Source: an optimization exercise on an open RTL-to-GDS flow (aim: small area and a short achievable clock period). Production flows keep margins and buffers that such runs may drop.
Function was checked by simulation only, so behaviour that the tests miss may differ from the original.
Power is estimated from default activity; no workload was simulated.

==> job 8313 <==
==> flow/design.v <==
`timescale 1ns/1ns
module cg_xnor2 (input logic a, b, output logic y); assign y = ~(a ^ b); endmodule
module cg_nand4 (input logic a, b, c, d, output logic y); assign y = ~(a & b & c & d); endmodule
module cg_nand2 (input logic a, b, output logic y); assign y = ~(a & b); endmodule
module cg_nor2  (input logic a, b, output logic y); assign y = ~(a | b); endmodule
module cg_nand3 (input logic a, b, c, output logic y); assign y = ~(a & b & c); endmodule
module cg_a21oi (input logic a1, a2, b1, output logic y); assign y = ~((a1 & a2) | b1); endmodule
module cg_o21ai (input logic a1, a2, b1, output logic y); assign y = ~((a1 | a2) & b1); endmodule
module cg_inv   (input logic a, output logic y); assign y = ~a; endmodule
module cam_row #(parameter W = 32) (
  input  logic         clk,
  input  logic         we,
  input  logic         we_n,
  input  logic [W-1:0] wdata,
  output logic [W-1:0] q
);
  always_ff @(posedge clk) q <= (wdata & {W{we}}) | (q & {W{we_n}});
endmodule
module cam_match (
  input  logic [31:0] q,
  input  logic [31:0] s,
  input  logic        valid,
  output logic        m
);
  logic [31:0] x;
  logic [7:0]  a_n;
  logic [3:0]  b;
  logic [1:0]  c_n;
  for (genvar i = 0; i < 32; i++) begin : g_x
    cg_xnor2 u (.a(q[i]), .b(s[i]), .y(x[i]));
  end
  for (genvar i = 0; i < 8; i++) begin : g_a
    cg_nand4 u (.a(x[4*i]), .b(x[4*i+1]), .c(x[4*i+2]), .d(x[4*i+3]), .y(a_n[i]));
  end
  for (genvar i = 0; i < 4; i++) begin : g_b
    cg_nor2 u (.a(a_n[2*i]), .b(a_n[2*i+1]), .y(b[i]));
  end
  cg_nand3 u_c0 (.a(b[0]), .b(b[1]), .c(valid), .y(c_n[0]));
  cg_nand2 u_c1 (.a(b[2]), .b(b[3]), .y(c_n[1]));
  cg_nor2 u_m (.a(c_n[0]), .b(c_n[1]), .y(m));
endmodule
module cam_or8 (
  input  logic [7:0] sel,
  input  logic [7:0] d,
  output logic       y
);
  assign y = |(sel & d);
endmodule
module cam_rdec (
  input  logic [4:0]  a,
  output logic [31:0] y
);
  always_comb for (int k = 0; k < 32; k++) y[k] = (a == k[4:0]);
endmodule
module cam_read_bit (
  input  logic [31:0] sel,
  input  logic [31:0] d,
  output logic        y
);
  logic [3:0] o;
  logic [1:0] r_n;
  for (genvar i = 0; i < 4; i++) begin : g_o
    cam_or8 u (.sel(sel[8*i +: 8]), .d(d[8*i +: 8]), .y(o[i]));
  end
  for (genvar i = 0; i < 2; i++) begin : g_r
    cg_nor2 u (.a(o[2*i]), .b(o[2*i+1]), .y(r_n[i]));
  end
  cg_nand2 u_y (.a(r_n[0]), .b(r_n[1]), .y(y));
endmodule
module cam_prio (
  input  logic [31:0] m,       
  output logic [4:0]  idx,     
  output logic        any_n    
);
  logic [15:0] a1_n;
  for (genvar p = 0; p < 16; p++) begin : g_l1
    cg_nor2 u_a (.a(m[2*p+1]), .b(m[2*p]), .y(a1_n[p]));
  end
  logic [7:0] a2;
  logic [7:0] i2_0_n;
  for (genvar q = 0; q < 8; q++) begin : g_l2
    cg_nand2 u_a (.a(a1_n[2*q+1]), .b(a1_n[2*q]), .y(a2[q]));
    cg_a21oi u_0 (.a1(a1_n[2*q+1]), .a2(m[4*q+1]), .b1(m[4*q+3]), .y(i2_0_n[q]));
  end
  logic [3:0] a3_n;
  logic [3:0] i3_0, i3_1;
  for (genvar o = 0; o < 4; o++) begin : g_l3
    cg_nor2  u_a (.a(a2[2*o+1]), .b(a2[2*o]), .y(a3_n[o]));
    cg_o21ai u_0 (.a1(a2[2*o+1]), .a2(i2_0_n[2*o]), .b1(i2_0_n[2*o+1]), .y(i3_0[o]));
    cg_o21ai u_1 (.a1(a2[2*o+1]), .a2(a1_n[4*o+1]), .b1(a1_n[4*o+3]), .y(i3_1[o]));
  end
  logic [1:0] a4;
  logic [1:0] i4_0_n, i4_1_n, i4_2_n;
  for (genvar h = 0; h < 2; h++) begin : g_l4
    cg_nand2 u_a (.a(a3_n[2*h+1]), .b(a3_n[2*h]), .y(a4[h]));
    cg_a21oi u_0 (.a1(a3_n[2*h+1]), .a2(i3_0[2*h]), .b1(i3_0[2*h+1]), .y(i4_0_n[h]));
    cg_a21oi u_1 (.a1(a3_n[2*h+1]), .a2(i3_1[2*h]), .b1(i3_1[2*h+1]), .y(i4_1_n[h]));
    cg_a21oi u_2 (.a1(a3_n[2*h+1]), .a2(a2[4*h+1]), .b1(a2[4*h+3]), .y(i4_2_n[h]));
  end
  cg_nor2  u_a5 (.a(a4[1]), .b(a4[0]), .y(any_n));
  cg_o21ai u_i0 (.a1(a4[1]), .a2(i4_0_n[0]), .b1(i4_0_n[1]), .y(idx[0]));
  cg_o21ai u_i1 (.a1(a4[1]), .a2(i4_1_n[0]), .b1(i4_1_n[1]), .y(idx[1]));
  cg_o21ai u_i2 (.a1(a4[1]), .a2(i4_2_n[0]), .b1(i4_2_n[1]), .y(idx[2]));
  cg_o21ai u_i3 (.a1(a4[1]), .a2(a3_n[1]), .b1(a3_n[3]), .y(idx[3]));
  assign idx[4] = a4[1];
endmodule
module cam #(
  parameter ARRAY_WIDTH_LOG2 = 5,
  parameter ARRAY_SIZE_LOG2 = 5
)
(
  input logic clk,
  input logic reset,
  input logic read_i,
  input logic [ARRAY_WIDTH_LOG2 - 1:0] read_index_i,
  input logic write_i,
  input logic [ARRAY_WIDTH_LOG2 - 1:0] write_index_i,
  input logic [2**ARRAY_WIDTH_LOG2 - 1:0] write_data_i,
  input logic search_i,
  input logic [2**ARRAY_WIDTH_LOG2 - 1:0] search_data_i,
  output logic read_valid_o,
  output logic [2**ARRAY_WIDTH_LOG2 - 1:0] read_value_o,
  output logic search_valid_o,
  output logic [ARRAY_WIDTH_LOG2 - 1:0] search_index_o
);
localparam W = 2**ARRAY_WIDTH_LOG2;
localparam N = 2**ARRAY_SIZE_LOG2;
logic [W-1:0]   data [N];
logic [N-1:0]   valid;
logic [N-1:0]   match;
logic [N-1:0]   we;
always_comb begin
  for (int k = 0; k < N; k++) begin
    we[k]   = write_i && !reset && (write_index_i == k[ARRAY_SIZE_LOG2-1:0]);
  end
end
always_ff @(posedge clk) begin
  if (reset) valid <= '0;
  else valid <= valid | we;
end
for (genvar k = 0; k < N; k++) begin : g_entry
  cam_row #(.W(W)) row (
    .clk(clk), .we(we[k]), .we_n(!we[k]),
    .wdata(write_data_i), .q(data[k])
  );
  cam_match cmp (.q(data[k]), .s(search_data_i), .valid(valid[k]), .m(match[k]));
end
localparam RD = 3;
logic [N-1:0] rsel_c [RD];
for (genvar c = 0; c < RD; c++) begin : g_rdec
  cam_rdec u (.a(read_index_i), .y(rsel_c[c]));
end
logic [W:0] rd;
for (genvar b = 0; b <= W; b++) begin : g_read
  logic [N-1:0] col;
  for (genvar k = 0; k < N; k++) begin : g_col
    if (b < W) begin : g_d
      assign col[k] = data[k][b];
    end else begin : g_v
      assign col[k] = valid[k];
    end
  end
  cam_read_bit rb (.sel(rsel_c[b / 11]), .d(col), .y(rd[b]));
end
assign read_value_o = rd[W-1:0];
assign read_valid_o = read_i && !reset && rd[W];
logic none;
cam_prio prio (.m(match), .idx(search_index_o), .any_n(none));
assign search_valid_o = search_i && !reset && !none;
endmodule
==> flow/flow/run.sh <==
#!/bin/bash
# Layout flow: the standard flow (standard.sh, unchanged synthesis and
# steps), with two settings passed to ORFS through the environment:
#  - ports are buffered with buf_4 instead of the resizer's default choice
#    (a slow clkdlybuf4s50 delay cell);
#  - clock tree synthesis runs without dummy loads and builds the tree from
#    clkbuf_8 cells.
# The full output of the flow goes to flow.log in the work folder; ORFS's
# per-step logs stay under orfs/logs/.
set -o pipefail
export BUFFER_PORTS_ARGS="-buffer_cell sky130_fd_sc_hd__buf_4"
export CTS_ARGS="-sink_clustering_enable -repair_clock_nets -dont_use_dummy_load -buf_list sky130_fd_sc_hd__clkbuf_8"
bash standard.sh > flow.log 2>&1
==> flow/standard.sh <==
#!/bin/bash
# synth_recipe.tcl (not shown) runs the flow's synth.tcl, then flattens the netlist and writes it again
# the make line also repeats each setting of config.mk as NAME=value (left out here)
make -C /OpenROAD-flow-scripts/flow DESIGN_CONFIG=/design/flow/config.mk WORK_HOME=/design/flow/orfs CLKGATE_MAP_FILE= SYNTH_SCRIPT=/design/flow/synth_recipe.tcl "${@:-finish}"
==> flow/config.mk <==
export PLATFORM = sky130hd
export DESIGN_NAME = cam
export DESIGN_NICKNAME = cam
export VERILOG_FILES = /design/flow/design.v
export SDC_FILE = /design/flow/constraint.sdc
export NUM_CORES = 4
export LEC_CHECK = 0
export CAP_MARGIN = 20
export CORE_MARGIN = 2
export CORE_UTILIZATION = 55
export SETUP_SLACK_MARGIN = 2.0
export SLEW_MARGIN = 20
export SYNTH_HIERARCHICAL = 1
==> flow/constraint.sdc <==
create_clock -name core_clock -period 7.0 [get_ports {clk}]
set_input_delay 1.4000 -clock core_clock [delete_from_list [all_inputs] [get_ports {clk}]]
set_output_delay 1.4000 -clock core_clock [all_outputs]
set_load 0.01 [all_outputs]
==> job 2158 (differences from job 8313) <==
==> flow/design.v, changed modules only <==
module cg_nor3  (input logic a, b, c, output logic y); assign y = ~(a | b | c); endmodule
module cam_match (
  input  logic [31:0] q,
  input  logic [31:0] s,
  input  logic        invalid,
  output logic        m
);
  logic [31:0] x;
  logic [7:0]  a_n;
  logic [3:0]  b;
  logic [1:0]  c_n;
  for (genvar i = 0; i < 32; i++) begin : g_x
    cg_xnor2 u (.a(q[i]), .b(s[i]), .y(x[i]));
  end
  for (genvar i = 0; i < 8; i++) begin : g_a
    cg_nand4 u (.a(x[4*i]), .b(x[4*i+1]), .c(x[4*i+2]), .d(x[4*i+3]), .y(a_n[i]));
  end
  for (genvar i = 0; i < 4; i++) begin : g_b
    cg_nor2 u (.a(a_n[2*i]), .b(a_n[2*i+1]), .y(b[i]));
  end
  for (genvar i = 0; i < 2; i++) begin : g_c
    cg_nand2 u (.a(b[2*i]), .b(b[2*i+1]), .y(c_n[i]));
  end
  cg_nor3 u_m (.a(c_n[0]), .b(c_n[1]), .c(invalid), .y(m));
endmodule
module cam #(
  parameter ARRAY_WIDTH_LOG2 = 5,
  parameter ARRAY_SIZE_LOG2 = 5
)
(
  input logic clk,
  input logic reset,
  input logic read_i,
  input logic [ARRAY_WIDTH_LOG2 - 1:0] read_index_i,
  input logic write_i,
  input logic [ARRAY_WIDTH_LOG2 - 1:0] write_index_i,
  input logic [2**ARRAY_WIDTH_LOG2 - 1:0] write_data_i,
  input logic search_i,
  input logic [2**ARRAY_WIDTH_LOG2 - 1:0] search_data_i,
  output logic read_valid_o,
  output logic [2**ARRAY_WIDTH_LOG2 - 1:0] read_value_o,
  output logic search_valid_o,
  output logic [ARRAY_WIDTH_LOG2 - 1:0] search_index_o
);
localparam W = 2**ARRAY_WIDTH_LOG2;
localparam N = 2**ARRAY_SIZE_LOG2;
logic [W-1:0]   data [N];
logic [N-1:0]   valid;
logic [N-1:0]   match;
logic [N-1:0]   we;
always_comb begin
  for (int k = 0; k < N; k++) begin
    we[k]   = write_i && !reset && (write_index_i == k[ARRAY_SIZE_LOG2-1:0]);
  end
end
always_ff @(posedge clk) begin
  if (reset) valid <= '0;
  else valid <= valid | we;
end
for (genvar k = 0; k < N; k++) begin : g_entry
  cam_row #(.W(W)) row (
    .clk(clk), .we(we[k]), .we_n(!we[k]),
    .wdata(write_data_i), .q(data[k])
  );
  cam_match cmp (.q(data[k]), .s(search_data_i), .invalid(!valid[k]), .m(match[k]));
end
localparam RD = 3;
logic [N-1:0] rsel_c [RD];
for (genvar c = 0; c < RD; c++) begin : g_rdec
  cam_rdec u (.a(read_index_i), .y(rsel_c[c]));
end
logic [W:0] rd;
for (genvar b = 0; b <= W; b++) begin : g_read
  logic [N-1:0] col;
  for (genvar k = 0; k < N; k++) begin : g_col
    if (b < W) begin : g_d
      assign col[k] = data[k][b];
    end else begin : g_v
      assign col[k] = valid[k];
    end
  end
  cam_read_bit rb (.sel(rsel_c[b / 11]), .d(col), .y(rd[b]));
end
assign read_value_o = rd[W-1:0];
assign read_valid_o = read_i && !reset && rd[W];
logic none;
cam_prio prio (.m(match), .idx(search_index_o), .any_n(none));
assign search_valid_o = search_i && !reset && !none;
endmodule
// module cg_nand3 removed
==> flow/run.sh (new file) <==
#!/bin/bash
# synth_recipe.tcl (not shown) runs the flow's synth.tcl, then flattens the netlist and writes it again
# the make line also repeats each setting of config.mk as NAME=value (left out here)
make -C /OpenROAD-flow-scripts/flow DESIGN_CONFIG=/design/flow/config.mk WORK_HOME=/design/flow/orfs CLKGATE_MAP_FILE= SYNTH_SCRIPT=/design/flow/synth_recipe.tcl finish
removed: flow/flow/run.sh
removed: flow/standard.sh
==> run notes <==
metric	job 2158	job 8313
Status	finished clean	finished clean
Part of the power in the clock network	37.4%	31.0%
Cells after Synth	4,947	4,946
Rel. slew slack	35.77%	33.38%
Reg-to-reg endpoint	valid[20]$_SDFF_PP0_	valid[3]$_SDFF_PP0_
Proportion of total power due to net switching	27.70%	28.84%
Flop-to-flop setup slack	6.30 ns	6.28 ns
Die boundary width	309.6 µm	309.1 µm
Vias per cell	6.574	6.693
DRT met1 WL	78,110 µm	77,730 µm
Worst hold path startpoint	valid[28]$_SDFF_PP0_	valid[1]$_SDFF_PP0_
Total design power	0.01651 W	0.01467 W
Clock tree cell share of total cell area	6.384%	4.447%
Critical-path maximum fanout	17	24
Critical path startpoint	read_index_i[0]	read_index_i[1]
Gpl congestion	0.9205	0.9625
Worst slack on hold paths	0.5069 ns	0.4869 ns
Post-route non-filler standard cell count	6,578	6,307
Switch Pwr	0.004571 W	0.004232 W
Largest net degree at the start of global routing	33	42
FILL cells	7,672	8,161
Inverter count of the layout excluding clock inverters	32	30
Dominant cell type by count on the critical path	sky130_fd_sc_hd__nor2_1	sky130_fd_sc_hd__buf_4

==> static timing again, ports no longer ideal <==
The results above use ideal ports. As a check the final layouts listed here were re-extracted and re-timed, cells and wires unchanged.
Step 1 (the two cells are an assumption about what drives the block):
set clk [get_ports {clk}]
set_driving_cell -lib_cell sky130_fd_sc_hd__clkbuf_16 $clk
set_driving_cell -lib_cell sky130_fd_sc_hd__buf_2 [delete_from_list [all_inputs] $clk]
Step 2, shift: input delay + t, output delay - t, t = (earliest + latest rising clock arrival at the registers) / 2. This alone moves slack from input paths to output paths.
Slacks: ideal ports / drivers / drivers and shift; pairs: ideal ports / drivers.
run	shift t [ns]	slack for setup (ns)	hold slack, ns	worst setup path at the end	pins driven straight from the clock port
job 8313	0.904	1.925 / 1.902 / 1.902	0.487 / 0.487 / 0.487	input to output	1
job 2158	0.771	1.935 / 1.898 / 1.898	0.507 / 0.507 / 0.507	input to output	1
After both steps setup and hold are still met in every run listed. For job 2158, which loses most, drivers alone change the setup slack by -0.037 ns; drivers and shift together by -0.037 ns.
